From an optimization exercise on the open Yosys and OpenROAD flow, aimed at small area and a short achievable clock period; shortcuts taken in it are not production practice.
The RTL was checked by simulation tests, not by an equivalence proof against the original design.
Power and IR drop assume default switching activity.

==> design/flow/design.v <==
module lab9(input clk,
            input reset,
            input give_valid,
            input [13:0]Intake,
            output [13:0]UpPrime,
            output [13:0]LowPrime,
            output out_valid);
localparam INIT = 2'd0, TEST = 2'd2, DIV = 2'd3;
reg        busy;        
reg        done;
reg        dir;         
reg [1:0]  phase;
reg [13:0] up;
reg [13:0] dn;
reg [1:0]  m3;          
reg [2:0]  k;           
reg [4:0]  idx;         
reg [6:0]  r;           
reg        qf;          
assign out_valid = done;
assign UpPrime   = up;
assign LowPrime  = dn;
wire [223:0] ptab = {{10{7'd30}},
                     7'd30, 7'd38, 7'd44, 7'd48, 7'd54, 7'd56, 7'd60, 7'd66,
                     7'd68, 7'd74, 7'd80, 7'd84, 7'd86, 7'd90, 7'd96, 7'd98,
                     7'd104, 7'd108, 7'd110, 7'd114, 7'd116, 7'd120, 7'd122};
wire [6:0] pn = ptab[idx * 7 +: 7];    
wire [13:0] c = dir ? dn : up;
reg [1:0] pair;
always @(*) begin
    case (k)
        3'd0: pair = c[1:0];
        3'd1: pair = c[3:2];
        3'd2: pair = c[5:4];
        3'd3: pair = c[7:6];
        3'd4: pair = c[9:8];
        3'd5: pair = c[11:10];
        default: pair = c[13:12];
    endcase
end
function [8:0] subp(input [7:0] a, input [6:0] bn);  
    integer i;
    reg cy;
    reg [7:0] b;
    reg [7:0] d;
    begin
        b  = {1'b1, bn};
        cy = 1'b1;
        for (i = 0; i < 8; i = i + 1) begin
            d[i] = a[i] ^ b[i] ^ cy;
            cy   = (a[i] & b[i]) | ((a[i] ^ b[i]) & cy);
        end
        subp = {cy, d};
    end
endfunction
wire [8:0] t   = {r, pair};
wire [8:0] s1  = subp(t[8:1], pn);
wire       ge2 = s1[8];
wire [7:0] t1  = ge2 ? {s1[6:0], t[0]} : t[7:0];
wire [8:0] s2  = subp(t1, pn);
wire       ge1 = s2[8];
wire [6:0] rn  = ge1 ? s2[6:0] : t1[6:0];
wire k0        = (k == 3'd0);
reg [2:0] k_dec;      
always @(*) begin
    case (k)
        3'd7: k_dec = 3'd6;
        3'd6: k_dec = 3'd5;
        3'd5: k_dec = 3'd4;
        3'd4: k_dec = 3'd3;
        3'd3: k_dec = 3'd2;
        3'd2: k_dec = 3'd1;
        3'd1: k_dec = 3'd0;
        default: k_dec = 3'd7;
    endcase
end
wire last_div  = (idx == 5'd22);
wire composite = (rn == 7'd0) & (qf | ge2);
wire reject = (|c[13:2]) & (~c[0] | (m3 == 2'd0));
wire advance = ((phase == INIT) & k0) | ((phase != INIT) & (phase != DIV) & reject) |
               ((phase == DIV) & k0 & composite);
wire found   = (phase == DIV) & k0 & ~composite & last_div;
wire [1:0] m3_inc  = {m3[0], ~m3[1] & ~m3[0]};
wire [1:0] m3_dec  = {~m3[1] & ~m3[0], m3[1]};
wire [1:0] m3_step = dir ? m3_dec : m3_inc;
wire [1:0] m3_pass = (pair == 2'd1) ? m3_inc : (pair == 2'd2) ? m3_dec : m3;
wire [1:0] m3_pass_inc = {m3_pass[0], ~m3_pass[1] & ~m3_pass[0]};
wire [1:0] m3_pass_dec = {~m3_pass[1] & ~m3_pass[0], m3_pass[1]};
wire [1:0] m3_last = dir ? m3_pass_dec : m3_pass_inc;
wire adv_up = advance & ~dir;
wire adv_dn = advance & dir;
reg [13:0] up_inc, dn_dec;
integer j;
reg cu, cd;
always @(*) begin
    cu = adv_up;
    cd = adv_dn;
    for (j = 0; j < 14; j = j + 1) begin
        up_inc[j] = up[j] ^ cu;
        cu        = cu & up[j];
        dn_dec[j] = dn[j] ^ cd;
        cd        = cd & ~dn[j];
    end
end
always @(posedge clk or posedge reset) begin
    if (reset) begin
        busy <= 1'b0;
        done <= 1'b0;
    end else if (give_valid) begin
        busy <= 1'b1;
        done <= 1'b0;
    end else if (busy & found & dir) begin
        busy <= 1'b0;
        done <= 1'b1;
    end
end
always @(posedge clk) begin
    up <= give_valid ? Intake : up_inc;
    dn <= give_valid ? Intake : dn_dec;
end
always @(posedge clk) begin
    if (give_valid) begin
        dir   <= 1'b0;
        phase <= INIT;
        k     <= 3'd6;
        m3    <= 2'd0;
    end else begin
        case (phase)
            INIT: begin
                k <= k_dec;
                if (k0) begin
                    m3    <= m3_last;
                    phase <= TEST;
                end else begin
                    m3 <= m3_pass;
                end
            end
            default: begin  
                if (reject) begin
                    m3 <= m3_step;
                end else begin
                    phase <= DIV;
                    k     <= 3'd5;
                end
            end
            DIV: begin
                if (!k0) begin
                    k <= k_dec;
                end else if (composite) begin
                    m3    <= m3_step;
                    phase <= TEST;
                end else if (last_div) begin
                    dir   <= 1'b1;
                    phase <= INIT;
                    k     <= 3'd6;
                    m3    <= 2'd0;
                end else begin
                    k <= 3'd5;
                end
            end
        endcase
    end
end
always @(posedge clk) begin
    if (phase != DIV) begin
        idx <= 5'd0;
        qf  <= 1'b0;
        r   <= {5'd0, c[13:12]};
    end else if (!k0) begin
        r  <= rn;
        qf <= qf | ge1 | ge2;
    end else begin
        idx <= idx + 5'd1;
        qf  <= 1'b0;
        r   <= {5'd0, c[13:12]};
    end
end
endmodule
==> design/flow/flow/run.sh <==
#!/bin/bash
# Layout flow: the standard ORFS flow (standard synthesis unchanged), with
#  - port buffers of a small plain buffer cell instead of the default delay cell,
#  - clock tree synthesis without dummy load cells, using small clock buffers.
# The ORFS output goes to flow.log; each ORFS step keeps its own log under orfs/logs.
set -uo pipefail
export BUFFER_PORTS_ARGS="-buffer_cell sky130_fd_sc_hd__buf_1"
export CTS_ARGS="-sink_clustering_enable -repair_clock_nets -dont_use_dummy_load -buf_list sky130_fd_sc_hd__clkbuf_8"
bash standard.sh > flow.log 2>&1
==> design/flow/standard.sh <==
#!/bin/bash
# synth_recipe.tcl (not shown) runs the flow's synth.tcl, then flattens the netlist and writes it again
# the make line also repeats each setting of config.mk as NAME=value (left out here)
make -C /OpenROAD-flow-scripts/flow DESIGN_CONFIG=/design/flow/config.mk WORK_HOME=/design/flow/orfs CLKGATE_MAP_FILE= SYNTH_SCRIPT=/design/flow/synth_recipe.tcl "${@:-finish}"
==> design/flow/config.mk <==
export PLATFORM = sky130hd
export DESIGN_NAME = lab9
export DESIGN_NICKNAME = lab9
export VERILOG_FILES = /design/flow/design.v
export SDC_FILE = /design/flow/constraint.sdc
export NUM_CORES = 4
export LEC_CHECK = 0
export ABC_AREA = 1
export CAP_MARGIN = 20
export CORE_MARGIN = 2
export CORE_UTILIZATION = 70
export PLACE_DENSITY = 0.8
export SLEW_MARGIN = 20
==> design/flow/constraint.sdc <==
create_clock -name core_clock -period 120.0 [get_ports {clk}]
set_input_delay 24.0000 -clock core_clock [delete_from_list [all_inputs] [get_ports {clk}]]
set_output_delay 24.0000 -clock core_clock [all_outputs]
set_load 0.01 [all_outputs]
==> out/results.txt, run 1 <==
Area Growth Syn to Fin -> 6.596%
CORE AREA -> 4786 µm²
Number of antenna violations at the first check in global routing -> 0
EDFF count, synth -> 0
Iteration-0 DRC count of the detailed router -> 197
All-Layer GR Usage -> 28.10%
Via count of the first global-routing pass -> 2905
Number of clock sinks -> 51
Buffers inserted by post-CTS timing repair -> 0
Wire length of the first global-routing pass -> 12190 µm
Fraction of layout cells with a size suffix above 1 -> 8.459%
Post-layout instance count excluding filler cells -> 599
Final routed DRC violation total -> 0
Power density of the placed cells -> 18.65 nW/µm²
Maximum fanout along the worst path -> 3
Met1 Use GR -> 31.76%
Crit share post-route -> 20.72%
Final min period -> 24.86 ns
Residual antenna-violating net count after detailed routing -> 0
Global placer's final weighted congestion -> 0.9110
Slew at the pin closest to its max-slew limit -> 0.6323 ns
TNS Setup -> 0 ns
Unrepaired setup endpoints after global routing -> no
Placed instance count -> 594
Clock Pin Slew Worst Setup and Hold Paths -> 0.10 ns
CP bufs+invs -> 1
Top area cells in the synthesized netlist -> sky130_fd_sc_hd__dfxtp_1 (28%), sky130_fd_sc_hd__nand2_1 (17%), sky130_fd_sc_hd__ha_1 (11%)
Final setup skew -> 0.01842 ns
Crit path launch type -> flip-flop
Total die area -> 5624 µm²
Clk Latency, worst-skew pair -> 0.30 ns
I/O pins -> 46
H-Tree Level Count -> 2
Number of instances in the synthesized netlist -> 495
CP Data Required Time -> 96.00 ns
Area of the mapped netlist -> 3528 µm²
Pre-CTS setup slack -> 94.87 ns
CTS tree -> yes
Peak Freq -> 40.22 MHz
Number of unique standard cell types used by synthesis -> 39
Post-synth top flop -> sky130_fd_sc_hd__dfxtp_1
Final-stage net count -> 595
Drt first pass iters -> 4
Largest net degree at the start of global routing -> 34
Total of cells resized after clock tree synthesis -> 0
Cell chain of the critical path -> buf_1
Delay-heaviest family, CP -> flip-flops
Final worst setup slack -> 95.14 ns
Row count -> 25
Warnings from Yosys -> 1
Antenna diode count -> 0
Leakage component of the power -> 1.874 nW
Type of the worst setup path -> reg2out
Normalized max-slew margin -> 57.80%
Leftover overflow at the end of global routing -> 0
Final-report max-slew violation count -> 0
Syn Area/Cell -> 7.128 µm²
Die height -> 75.00 µm
Power consumption -> 0.07015 mW
Path type of the worst min-delay path -> reg2reg
Slowest Stage Delay on Critical Path -> 0.38 ns
Net count after synthesis -> 556
Post-detail-place hpwl -> 5745 µm
Count of maximum capacitance violations -> 0
Data arrival time at the worst-slack endpoint -> 0.86 ns
Sum of routed wire length over all layers -> 7381 µm
Average wire per cell in the routed design -> 12.32 µm
Clock Tree Buf Depth -> 2
Hold buffer count at CTS -> 0
Final setup violation count -> 0
Fraction of met3 tracks used by global routing -> 4.819%
Max VDD drop -> 10.76 µV
Synthesis-stage register bit count -> 51
Port Buffers -> 45
Number of hold-slack violations in the final timing report -> 0
Vias after detailed routing -> 3224
Cell type with the largest total area after synthesis -> sky130_fd_sc_hd__dfxtp_1
CTS root buf -> sky130_fd_sc_hd__clkbuf_8
Number of CTS-inserted buffers -> 5
Outcome -> timing/DRC/antenna clean
Width of the die -> 75.00 µm
Seq/Total Area, Yosys -> 29.22%
Met2 layer usage reported by global route -> 54.09%
Top-area cell type share of the netlist area -> 27.80%
Critical path endpoint category -> output pin
Initial core utilization -> 73.73%
Master of the slowest instance on the critical path -> sky130_fd_sc_hd__dfxtp_1
Post-DR vias/cell -> 5.382
Async SR Flop Fraction -> 3.922%
Hold Worst Slack -> 0.5099 ns
Most used standard cell by instance count after synthesis -> sky130_fd_sc_hd__nand2_1
Top Usage Layer GRT -> met2
Most numerous cell types in the synthesized netlist -> sky130_fd_sc_hd__nand2_1 (157), sky130_fd_sc_hd__inv_1 (53), sky130_fd_sc_hd__dfxtp_1 (49)
-- sequential cells by signal, indices dropped and copies added, names as in the netlist --
name	cells
busy	1
dir	1
dn	14
done	1
idx	5
k	3
m3	2
phase	2
qf	1
r	7
up	14
-- final timing paths --
kind                                             from                     to  slack [ns]  cells past startpoint
max in group asynchronous                       reset       busy$_DFFE_PP0P_       96.38                      2
worst min-delay path            phase[0]$_SDFFE_PP0P_  phase[0]$_SDFFE_PP0P_        0.51                      2
worst min register to register  phase[0]$_SDFFE_PP0P_  phase[0]$_SDFFE_PP0P_        0.51                      2
worst max register to register    idx[1]$_SDFFE_PP0P_         dn[13]$_DFF_P_      109.71                     50
min in group asynchronous                       reset       done$_DFFE_PP0P_       23.51                      2
worst max-delay path                    up[4]$_DFF_P_             UpPrime[4]       95.14                      1
-- kinds of logic after synthesis --
| family | count (synthesis) | share of synthesized area [%] |
|---|---|---|
| compound gates | 78 | 11.81 |
| xor+xnor | 1 | 0.2483 |
| fa+ha+maj | 44 | 18.16 |
| buf+inv | 80 | 9.929 |
| flops | 51 | 29.22 |
| simple gates | 241 | 30.64 |
-- power by group --
| part | leakage (nW) | total (mW) | switching (mW) | internal [mW] |
|---|---|---|---|---|
| Sequential | 0.430 | 0.0210 | 0.00188 | 0.0192 |
| Combinational | 1.41 | 0.0400 | 0.0257 | 0.0144 |
| Clock | 0.0359 | 0.00910 | 0.00532 | 0.00378 |
-- area by class of cell --
class	instances	area, µm²
Clock buffer	5	68.82
Fill cell	377	1025
Inverter	65	246.5
Multi-Input combinational cell	364	2147
Sequential cell	51	1031
Tap cell	67	83.83
Timing Repair Buffer	47	183.9
-- metrics by stage --
stage / util (%) / cell area, µm²
floorplan: - / 3528
global placement: 77.15 / 3692
detailed placement: 77.15 / 3692
CTS: 78.59 / 3761
global route: 78.59 / 3761
finish: 78.59 / 3761
-- layer usage --
metal,vias up,share of wire (%)
li1,1653,-
met1,1478,42
met2,87,52
met3,6,4.3
met4,0,1.0
met5,-,0
-- cells in the final DEF (no fill, tap or decap), types with 3 or more instances in the layout --
cell	instances
sky130_fd_sc_hd__o21ai_1	7
sky130_fd_sc_hd__nor3_1	4
sky130_fd_sc_hd__a21oi_1	20
sky130_fd_sc_hd__nor2_1	26
sky130_fd_sc_hd__nand3_2	4
sky130_fd_sc_hd__clkbuf_8	5
sky130_fd_sc_hd__o211ai_1	3
sky130_fd_sc_hd__inv_2	9
sky130_fd_sc_hd__fa_1	12
sky130_fd_sc_hd__nand2_4	4
sky130_fd_sc_hd__dfxtp_1	49
sky130_fd_sc_hd__nand3_1	19
sky130_fd_sc_hd__o21ai_0	41
sky130_fd_sc_hd__inv_1	53
sky130_fd_sc_hd__nand2_1	157
sky130_fd_sc_hd__nand4_1	3
sky130_fd_sc_hd__nor4_1	4
sky130_fd_sc_hd__buf_1	45
sky130_fd_sc_hd__nor2_2	5
sky130_fd_sc_hd__ha_1	32
sky130_fd_sc_hd__nand2_2	9
==> run 2, diff against run 1 <==
--- a/design/flow/design.v
+++ b/design/flow/design.v
@@ -5,7 +5,7 @@
             output [13:0]UpPrime,
             output [13:0]LowPrime,
             output out_valid);
-localparam INIT = 2'd0, TEST = 2'd2, DIV = 2'd3;
+localparam INIT = 2'd0, TEST = 2'd1, DIV = 2'd3;
 reg        busy;        
 reg        done;
 reg        dir;         
@@ -77,9 +77,11 @@
 wire last_div  = (idx == 5'd22);
 wire composite = (rn == 7'd0) & (qf | ge2);
 wire reject = (|c[13:2]) & (~c[0] | (m3 == 2'd0));
-wire advance = ((phase == INIT) & k0) | ((phase != INIT) & (phase != DIV) & reject) |
-               ((phase == DIV) & k0 & composite);
-wire found   = (phase == DIV) & k0 & ~composite & last_div;
+wire in_init = ~phase[1] & ~phase[0];
+wire in_test = ~phase[1] & phase[0];
+wire in_div  = phase[1];
+wire advance = (in_init & k0) | (in_test & reject) | (in_div & k0 & composite);
+wire found   = in_div & k0 & ~composite & last_div;
 wire [1:0] m3_inc  = {m3[0], ~m3[1] & ~m3[0]};
 wire [1:0] m3_dec  = {~m3[1] & ~m3[0], m3[1]};
 wire [1:0] m3_step = dir ? m3_dec : m3_inc;
@@ -125,8 +127,8 @@
         k     <= 3'd6;
         m3    <= 2'd0;
     end else begin
-        case (phase)
-            INIT: begin
+        case (1'b1)
+            in_init: begin
                 k <= k_dec;
                 if (k0) begin
                     m3    <= m3_last;
@@ -135,7 +137,7 @@
                     m3 <= m3_pass;
                 end
             end
-            default: begin  
+            in_test: begin
                 if (reject) begin
                     m3 <= m3_step;
                 end else begin
@@ -143,7 +145,7 @@
                     k     <= 3'd5;
                 end
             end
-            DIV: begin
+            default: begin  
                 if (!k0) begin
                     k <= k_dec;
                 end else if (composite) begin
@@ -162,7 +164,7 @@
     end
 end
 always @(posedge clk) begin
-    if (phase != DIV) begin
+    if (!in_div) begin
         idx <= 5'd0;
         qf  <= 1'b0;
         r   <= {5'd0, c[13:12]};
==> run 2 against run 1 <==
Against the previous run: still clean on timing, DRC and antenna; sequential power rose by 11%; sequential share of layout area rose by 1.3 points; count of clock-buffer cells in the layout did not move; flip-flop and latch count did not move; maximum frequency barely moved; core utilization fell by 1.5 points; die area fell by 4.8%; register-to-register slack got worse by 0.71 ns; non-clock buffer count fell by 1; combinational power rose by 94%; final cell count fell by 5.8%; critical path depth did not move; critical endpoint is now UpPrime[9]; largest power group unchanged; highest routed layer unchanged.
==> out/results.txt, run 2 <==
Die height -> 73.16 µm (-2.4%)
Clock Tree Buf Depth -> 2 (unchanged)
Hold buffer count at CTS -> 0 (unchanged)
Iteration-0 DRC count of the detailed router -> 190 (-3.6%)
Post-synth top flop -> sky130_fd_sc_hd__dfxtp_1
Top area cells in the synthesized netlist -> sky130_fd_sc_hd__dfxtp_1 (29%), sky130_fd_sc_hd__nand2_1 (17%), sky130_fd_sc_hd__ha_1 (11%)
Total die area -> 5352 µm² (-4.8%)
Average wire per cell in the routed design -> 12.75 µm (+3.5%)
Final worst setup slack -> 95.12 ns (-0.01660 ns)
Cell type with the largest total area after synthesis -> sky130_fd_sc_hd__dfxtp_1
Width of the die -> 73.16 µm (-2.4%)
Capture point of the critical path -> UpPrime[9]
CTS root buf -> sky130_fd_sc_hd__clkbuf_8
Number of unique standard cell types used by synthesis -> 38 (-2.6%)
Commonest non-fill, non-tap cell in the layout -> sky130_fd_sc_hd__nand2_1
Buffers inserted by post-CTS timing repair -> 0 (unchanged)
Fraction of power consumed by the clock network -> 8.3% (-4.7 points)
Row count -> 25 (unchanged)
Port Buffers -> 45 (unchanged)
Number of stages on the worst setup path -> 1 (unchanged)
H-Tree Level Count -> 2 (unchanged)
Async SR Flop Fraction -> 3.922% (unchanged)
Maximum fanout along the worst path -> 3 (unchanged)
Switching component of the power -> 0.05857 mW (+78%)
I/O pins -> 46 (unchanged)
Crit share post-route -> 20.73% (about the same)
Leftover overflow at the end of global routing -> 0 (unchanged)
Synthesis-stage register bit count -> 51 (unchanged)
Wire length of the first global-routing pass -> 12190 µm (about the same)
Vias after detailed routing -> 3095 (-4.0%)
Residual antenna-violating net count after detailed routing -> 0 (unchanged)
Master of the slowest instance on the critical path -> sky130_fd_sc_hd__dfxtp_1
Top-area cell type share of the netlist area -> 29.30% (+1.5 points)
Internal portion of total power -> 0.05170 mW (+39%)
Global placer's final weighted congestion -> 0.9090 (-0.22%)
Crit path launch type -> flip-flop
Outcome -> timing/DRC/antenna clean
Number of antenna violations at the first check in global routing -> 0 (unchanged)
Unrepaired setup endpoints after global routing -> no
Fraction of layout cells with a size suffix above 1 -> 7.647% (-0.81 points)
Data arrival time at the worst-slack endpoint -> 0.88 ns (+0.02 ns)
Met3 wire length -> 307 µm (-2.2%)
R2r setup slk -> 109.00 ns (-0.71 ns)
CTS tree -> yes
Path type of the worst min-delay path -> reg2reg
Number of hold-slack violations in the final timing report -> 0 (unchanged)
Number of CTS-inserted buffers -> 5 (unchanged)
Max VDD drop -> 22.15 µV (+110%)
Power density of the placed cells -> 30.71 nW/µm² (+65%)
CP Data Required Time -> 96.00 ns (about the same)
Share of total power in sequential cells -> 21.1% (-8.9 points)
Most numerous cell types in the synthesized netlist -> sky130_fd_sc_hd__nand2_1 (153), sky130_fd_sc_hd__dfxtp_1 (49), sky130_fd_sc_hd__inv_1 (45)
Top Layer Used -> met4
Area Growth Syn to Fin -> 7.250%
Warnings from Yosys -> 1 (unchanged)
Number of instances in the synthesized netlist -> 470 (-5.1%)
Clock Pin Slew Worst Setup and Hold Paths -> 0.09 ns (about the same)
CP Launch Point -> up[9]$_DFF_P_
Filler instances -> 378 (+0.27%)
Registers with the most flip-flops -> dn (14), up (14), r (7)
Type of the worst setup path -> reg2out
Clk Latency, worst-skew pair -> 0.31 ns (about the same)
CP bufs+invs -> 1 (unchanged)
Area of the mapped netlist -> 3348 µm² (-5.1%)
EDFF count, synth -> 0 (unchanged)
Antenna diode count -> 0 (unchanged)
Area of the multi-input gates -> 2048 µm² (-4.6%)
Largest net degree at the start of global routing -> 37 (+8.8%)
Total of cells resized after clock tree synthesis -> 0 (unchanged)
Logic pwr share -> 70.5% (+14 points)
Final-report max-slew violation count -> 0 (unchanged)
Peak Freq -> 40.20 MHz (about the same)
Drt first pass iters -> 5 (+1)
Critical path endpoint category -> output pin
Cell chain of the critical path -> buf_1
Slowest Stage Delay on Critical Path -> 0.41 ns (+0.03 ns)
Post-DR vias/cell -> 5.488 (+2.0%)
Sequential standard cell area -> 1031 µm² (unchanged)
Crit Reg-Reg Endpoint -> dn[13]$_DFF_P_
Delay-heaviest family, CP -> flip-flops
Final-stage net count -> 571 (-4.0%)
Final min period -> 24.88 ns (+0.01660 ns)
Most used standard cell by instance count after synthesis -> sky130_fd_sc_hd__nand2_1
Normalized max-slew margin -> 51.42% (-6.4 points)
All-Layer GR Usage -> 28.70% (+0.59 points)
Initial core utilization -> 71.84% (-1.9 points)
Via count of the first global-routing pass -> 2907 (+0.069%)
Final setup violation count -> 0 (unchanged)
Sw Ratio -> 53.11% (+6.3 points)
Wl on met1 -> 3072 µm (-1.8%)
Path depth of the worst reg2reg path -> 50 (unchanged)
Startpoint of the most critical register-to-register path -> dir$_SDFFE_PP0P_
Slew at the pin closest to its max-slew limit -> 0.7277 ns (+0.09542 ns)
Post-detail-place hpwl -> 5557 µm (-3.3%)
Sum of routed wire length over all layers -> 7193 µm (-2.5%)
Syn Area/Cell -> 7.124 µm² (about the same)
CORE AREA -> 4661 µm² (-2.6%)
Final setup skew -> 0.01140 ns (-0.007019 ns)
Commonest cells after routing, fill and taps aside -> sky130_fd_sc_hd__nand2_1 (153), sky130_fd_sc_hd__dfxtp_1 (49), sky130_fd_sc_hd__inv_1 (45), sky130_fd_sc_hd__buf_1 (45), sky130_fd_sc_hd__o21ai_0 (31)
Number of clock sinks -> 51 (unchanged)
Final routed DRC violation total -> 0 (unchanged)
Pre-CTS setup slack -> 95.10 ns (+0.2260 ns)
Leakage component of the power -> 1.811 nW (-3.4%)
Detailed route wirelength on metal2 -> 3618 µm (-6.3%)
Count of maximum capacitance violations -> 0 (unchanged)
Seq/Total Area, Yosys -> 30.79% (+1.6 points)
TNS Setup -> 0 ns (unchanged)
Net count after synthesis -> 529 (-4.9%)
-- run 2: stage by stage --
stage / power, mW / instances / utilization (%) / area (µm²) / hold slack, ns
6_report: 0.1103 / 564 / 77.05 / 3591 / 0.4843
5_1_grt: 0.1238 / 564 / 77.05 / 3591 / 0.5039
4_1_cts: 0.1097 / 564 / 77.05 / 3591 / 0.4840
3_5_place_dp: 0.09997 / 559 / 75.57 / 3522 / 0.4627
3_3_place_gp: 0.09761 / 559 / 75.57 / 3522 / 0.4565
2_1_floorplan: 0.08448 / 470 / - / 3348 / 0.4427
-- run 2: kinds of logic after synthesis --
logic type      Yosys count  synth area share, %
simple gates            238                30.31
compound gates           74                12.22
buf+inv                  64                8.034
flops                    51                30.79
fa+ha+maj                42                18.39
xor+xnor                  1               0.2616
-- run 2: final cells by class --
class,count,area share [%]
clock buffer,5,1.916
inverter,53,5.540
multi-input combinational,355,57.04
sequential,51,28.71
tap,54,1.882
timing repair buffer,46,4.913
-- run 2: worst min path at each step --
| stage | startpoint | endpoint | depth (start not counted) |
|---|---|---|---|
| after floorplan | busy$_DFFE_PP0P_ | busy$_DFFE_PP0P_ | 2 |
| after global placement | busy$_DFFE_PP0P_ | busy$_DFFE_PP0P_ | 2 |
| after detailed placement | busy$_DFFE_PP0P_ | busy$_DFFE_PP0P_ | 2 |
| after CTS | busy$_DFFE_PP0P_ | busy$_DFFE_PP0P_ | 2 |
| after global routing | busy$_DFFE_PP0P_ | busy$_DFFE_PP0P_ | 2 |
| final | busy$_DFFE_PP0P_ | busy$_DFFE_PP0P_ | 2 |
-- run 2: power groups by stage --
stage / Clock (mW) / Sequential, mW / Combinational (mW)
floorplan: 0 / 0.0236 / 0.0609
global placement: 0 / 0.0235 / 0.0741
detailed placement: 0 / 0.0236 / 0.0763
CTS: 0.00914 / 0.0233 / 0.0773
global route: 0.00970 / 0.0238 / 0.0902
finish: 0.00917 / 0.0233 / 0.0778
-- run 2: per-layer routing --
layer / vias up / global-route usage [%]
li1: 1589 / -
met1: 1396 / 33.39
met2: 90 / 52.15
met3: 20 / 4.558
met4: 0 / 11.11
met5: - / 0

## separate check: timing with driven ports
The flow's constraints put no driver on any port. The routed layouts listed below were extracted and timed again, unchanged, in two steps.
Step 1: set_driving_cell puts a clkbuf_16 on clk and a buf_2 on each other input, an assumption about the parent block.
Step 2 moves the port delays by t, midway between the first and last clock arrival at a register: inputs arrive t later, outputs are due t later. That takes back most of the time a late clock gives input paths.
Slacks: no drivers / after step 1 / after step 2; pairs: no drivers / after step 1.
run	shift t [ns]	slack for setup (ns)	worst hold slack (ns)	worst register clock-pin slew, ns
run 1	0.326	95.139 / 95.108 / 94.826	0.510 / 0.510 / 0.510	0.10 / 0.10
run 2	0.329	95.123 / 95.094 / 95.089	0.484 / 0.484 / 0.484	0.09 / 0.09
After both steps setup and hold are still met in every run listed. The setup slack of run 1, which loses most, moves by -0.031 ns with the drivers and by -0.313 ns with both steps.
